Source: an optimization exercise on an open RTL-to-GDS flow (aim: small area). Production flows keep margins and buffers that such runs may drop. Only simulation tests tie the RTL to the original design; equivalence was not proved.

Setup of the baseline:
Design top, start of the top module:
module top(
	input						clk,
	input						rst_n,
	input 	[8-1:0]	pixel_in,
	input						valid_in,
	input	[2-1:0]color_in,
	input						last_col_in,
	input						last_pic_in,
	input	[3-1:0]	mode_in,
	output 	[8-1:0]	pixel_out,
	output						valid_out,
	output  [2-1:0]color_out,
	output						last_col_out,
	output						last_pic_out,
	output						finish_operation
);
Settings: LEC_CHECK=0, ABC_AREA=1, CAP_MARGIN=20, CORE_MARGIN=2, CORE_UTILIZATION=40, CTS_BUF_LIST=sky130_fd_sc_hd__clkbuf_8, CTS_CLUSTER_DIAMETER=50, CTS_CLUSTER_SIZE=16, SLEW_MARGIN=20; clock period 10.0 ns.
standard.sh (not shown) runs the stock make flow with config.mk's settings and CLKGATE_MAP_FILE= SYNTH_SCRIPT=/design/flow/synth_recipe.tcl, a recipe that flattens the netlist after the stock synthesis.
==> flow/flow/run.sh <==
#!/bin/bash
# The standard layout, with clock tree synthesis told not to add dummy
# loads (balancing inverters that drive nothing).
set -euo pipefail
bash standard.sh \
  CTS_ARGS="-sink_clustering_enable -repair_clock_nets -dont_use_dummy_load -sink_clustering_size 12 -sink_clustering_max_diameter 40 -buf_list sky130_fd_sc_hd__clkbuf_4" \
  finish > standard.log 2>&1
Input-level comparison between the candidate and the baseline:
==> flow/flow/run.sh <==
#!/bin/bash
# The standard layout, with clock tree synthesis told not to add dummy
# loads (balancing inverters that drive nothing).
set -euo pipefail
bash standard.sh \
  CTS_ARGS="-sink_clustering_enable -repair_clock_nets -dont_use_dummy_load -sink_clustering_size 16 -sink_clustering_max_diameter 50 -buf_list sky130_fd_sc_hd__clkbuf_8" \
  finish > standard.log 2>&1
==> run summary <==
- Measured against each other, the baseline and the candidate differ in number of antenna cells inserted, the higher figure coming from the baseline.
- Diff the candidate..the baseline | number of buffers between clock root and the deepest sink | unchanged
- Overall routing resource usage | the candidate below the baseline
- After detailed routing, the baseline needs more wire than the candidate.
- The baseline has higher sequential share of layout area than the candidate.
- The candidate against the baseline; count of clock-buffer cells in the layout is down by more than 10%.
- Re final critical delay including setup and external delays: the baseline was lower than the candidate.

Another version of the RTL of top (not shown whole).
Size in the first run: roughly 3,700 cells after synthesis, ~32 I/O pins.
clock: 10.0 ns
lec_check: 0
abc_area: 1
cap_margin: 20
core_margin: 2
core_utilization: 40
cts_buf_list: sky130_fd_sc_hd__clkbuf_8
cts_cluster_diameter: 50
cts_cluster_size: 16
slew_margin: 20
==> flow/flow/run.sh <==
#!/bin/bash
# The standard layout with two changes:
# - the synthesis maps with an area-oriented ABC script (flow/abc_area.script);
#   everything else in it is the standard flow's own synthesis script (synth_recipe.tcl)
# - clock tree synthesis adds no dummy loads (inverters that drive nothing)
set -euo pipefail
HERE=$(pwd)
cat > "$HERE/area_synth.tcl" <<EOT
proc abc {args} {
  set i [lsearch -exact \$args -script]
  if {\$i >= 0} { set args [lreplace \$args [expr {\$i+1}] [expr {\$i+1}] $HERE/flow/abc_area.script] }
  yosys abc {*}\$args
}
source $HERE/synth_recipe.tcl
EOT
bash standard.sh SYNTH_SCRIPT="$HERE/area_synth.tcl" \
  CTS_ARGS="-sink_clustering_enable -repair_clock_nets -dont_use_dummy_load -sink_clustering_size 16 -sink_clustering_max_diameter 50 -buf_list sky130_fd_sc_hd__clkbuf_8" \
  finish > standard.log 2>&1
==> flow/flow/abc_area.script <==
strash
dch -f
amap
topo
stime -c
The baseline finished clean.
==> next run, changes <==
==> flow/flow/abc_area.script (replaced) <==
strash
dch -f
amap -m -F 3 -A 10
topo
stime -c
Settings changed: CAP_MARGIN 20 to 0, CORE_UTILIZATION 40 to 65, CTS_BUF_LIST sky130_fd_sc_hd__clkbuf_8 to unset, CTS_CLUSTER_DIAMETER 50 to unset, CTS_CLUSTER_SIZE 16 to unset, SLEW_MARGIN 20 to 0.
Effect: Die area decreases by well over a third. First-iteration DRC count increases by about a fifth. Worst setup slack degrades by 210 ps. Final cell count decreases by roughly a tenth. Critical path depth increases by 1. Flip-flop and latch count stays the same.

==> re-timing with driven ports <==
Ports are ideal in the flow. The routed layouts listed here were re-timed in OpenROAD.
Step 1 assumes that a clkbuf_16 drives the clock port and a buf_2 every other input.
Step 2 times the ports against the registers' clock, not the clock port: input delays grow and output delays shrink by t, the midpoint of the rising clock arrivals with the driver on.
Slacks: no drivers / after step 1 / after step 2; pairs: no drivers / after step 1.
| run | t, ns | setup slack, ns | slew at the worst register clock pin (ns) | worst data-port slew with drivers (ns) | cell pins on the clock port's net |
|---|---|---|---|---|---|
| the baseline | 1.060 | 1.210 / 1.210 / 1.210 | 0.12 / 0.12 | 0.07 | 1 |
| the candidate | 0.800 | 1.196 / 1.196 / 1.196 | 0.10 / 0.10 | 0.07 | 1 |
| the first run of note 2 | 0.781 | 1.081 / 1.081 / 1.081 | 0.09 / 0.09 | 0.08 | 1 |
| the second run of note 2 | 0.725 | 0.868 / 0.868 / 0.868 | 0.10 / 0.10 | 0.05 | 1 |
After both steps every run listed still meets setup and hold.
